Context: an optimization exercise on an open-source flow, tuned for small area, a short achievable clock period and few clock cycles. The choices shown serve that exercise and are no tape-out recipe. The RTL was checked by simulation tests, not by an equivalence proof against the original design.

==> flow/design.v (excerpt) <==
module SequentialMultiplier(clock, reset, multiplicand, multiplier, product, ready, start);
==> flow/config.mk <==
export PLATFORM = sky130hd
export DESIGN_NAME = SequentialMultiplier
export DESIGN_NICKNAME = SequentialMultiplier
export VERILOG_FILES = /design/flow/design.v
export SDC_FILE = /design/flow/constraint.sdc
export NUM_CORES = 4
export LEC_CHECK = 0
export CAP_MARGIN = 20
export CORE_MARGIN = 2
export CORE_UTILIZATION = 40
export SETUP_SLACK_MARGIN = 1.5
export SLEW_MARGIN = 20
export SYNTH_HIERARCHICAL = 1
==> flow/constraint.sdc <==
create_clock -name core_clock -period 4.0 [get_ports {clock}]
set_input_delay 0.8000 -clock core_clock [delete_from_list [all_inputs] [get_ports {clock}]]
set_output_delay 0.8000 -clock core_clock [all_outputs]
set_load 0.01 [all_outputs]
standard.sh (not shown) runs the stock make flow with config.mk's settings and CLKGATE_MAP_FILE= SYNTH_SCRIPT=/design/flow/synth_recipe.tcl, a recipe that flattens the netlist after the stock synthesis.
==> flow/flow/run.sh <==
#!/bin/bash
# Standard layout (the standard.sh, unchanged synthesis and steps), with
# the port buffers made from sky130_fd_sc_hd__buf_1 instead of the flow's
# default pick. Every tool's output goes to standard.log here.
set -euo pipefail
export BUFFER_PORTS_ARGS="-buffer_cell sky130_fd_sc_hd__buf_1"
bash standard.sh > standard.log 2>&1
The first run completed with no timing, DRC or antenna violations.
Testbench counts at the start, summed over its fixed seeds: cycles 28,808.
Rerun with:
SETUP_SLACK_MARGIN = 1.2   (was 1.5)
Effect: Worst setup slack degrades by 98 ps; routed wire length went down by 11%.
Rerun with:
SETUP_SLACK_MARGIN = 1.3   (was 1.2)
What happened: Fmax climbs by 3.6%; setup slack gains 94 ps; wire length hardly moves; via count hardly moves; synthesized cell count stays the same.
Rerun with:
SETUP_SLACK_MARGIN = 1.4   (was 1.3)
Effect: Via count came out higher by 3.5%; synthesized area does not change; design area came out higher by 3.6%; worst setup slack is better by 16 ps; count of clock-buffer cells in the layout does not change; utilization came out higher by 1.6 points.

* * *

Setup of v35:
Another version of the RTL of SequentialMultiplier (not shown whole).
For scale: about 170 flip-flops, ~130 I/O pins, ~0.013 sq mm of cells after synthesis.
export LEC_CHECK = 0
export CAP_MARGIN = 20
export CORE_MARGIN = 2
export CORE_UTILIZATION = 40
export SETUP_SLACK_MARGIN = 1.35
export SLEW_MARGIN = 20
export SYNTH_HIERARCHICAL = 1
create_clock -name core_clock -period 4.0 [get_ports {clock}]
Scripts as last shown in full above: flow/flow/run.sh
v35 | stages: all done | timing, DRC, antenna: all pass
Testbench counts of v35, summed over its fixed seeds: cycles 28,808.
Edits applied to the flow inputs when going from v35 to v43:
- SETUP_SLACK_MARGIN now 1.25, was 1.35
[summary]
Against v35, minimum clock period in v43 came out worse.
Compared to v35, v43 shows a narrower setup margin.
First-pass GRT wire length: v43 vs v35, no meaningful difference
v43 vs. v35: data arrival time of the worst path increased by 70 ps relative to the old numbers, number of detailed-route iterations in the first pass went up 1, design area fell about 4%.
Relative to v35, worst-case register-to-register setup slack decreased by 60 ps in v43.
v43 closes out successfully: all stages finished, all timing, DRC and antenna checks passed.
Input changes introduced in v4 (baseline for comparison: v43):
- SETUP_SLACK_MARGIN: 1.25 -> 1.3
- CTS_BUF_LIST: unset -> sky130_fd_sc_hd__clkbuf_8 sky130_fd_sc_hd__clkbuf_16
==> summary.txt <==
Changes observed in v4 relative to v43: post-layout utilization of the core shows an increase of 0.56 points; post-route cell area grew by 1.2%.
Maximum single-stage delay on the critical path in v4 is 280 ps lower than in v43
When the final numbers for v4 and v43 were put side by side, the clock-buffer cell count turned out to be smaller in v4.
### v4 -> v45
- changing CTS_BUF_LIST from sky130_fd_sc_hd__clkbuf_8 sky130_fd_sc_hd__clkbuf_16 to sky130_fd_sc_hd__clkbuf_8
- setting CTS_CLUSTER_DIAMETER to 40 for the first time
- setting CTS_CLUSTER_SIZE to 10 for the first time
Looking at actual transition at the worst max-transition pin, v45 sits 4.5 ps above v4.

static timing again, ports no longer ideal:
No port has a modelled driver above. Below, the same layouts with a new extraction and two added sets of constraints. Step 1 (the two cells are an assumption about what drives the block):
set clk [get_ports {clock}]
set_driving_cell -lib_cell sky130_fd_sc_hd__clkbuf_16 $clk
set_driving_cell -lib_cell sky130_fd_sc_hd__buf_2 [delete_from_list [all_inputs] $clk]
Step 2 times the ports against the registers' clock, not the clock port: input delays grow and output delays shrink by t, the midpoint of the rising clock arrivals with the driver on. Three values: no drivers, after step 1, after step 2; two values: the first two.
run	t, ns	setup slack, ns	worst slew at a driven data input, ns
the first run of note 1	0.504	1.386 / 1.386 / 1.386	0.05
the second run of note 1	0.505	1.288 / 1.288 / 1.288	0.06
the third run of note 1	0.504	1.382 / 1.382 / 1.382	0.06
the fourth run of note 1	0.504	1.398 / 1.398 / 1.398	0.07
v35	0.493	1.392 / 1.392 / 1.392	0.04
v43	0.495	1.327 / 1.327 / 1.327	0.04
v4	0.493	1.362 / 1.362 / 1.362	0.04
v45	0.540	1.342 / 1.342 / 1.342	0.04
After both steps setup and hold are still met in every run listed.
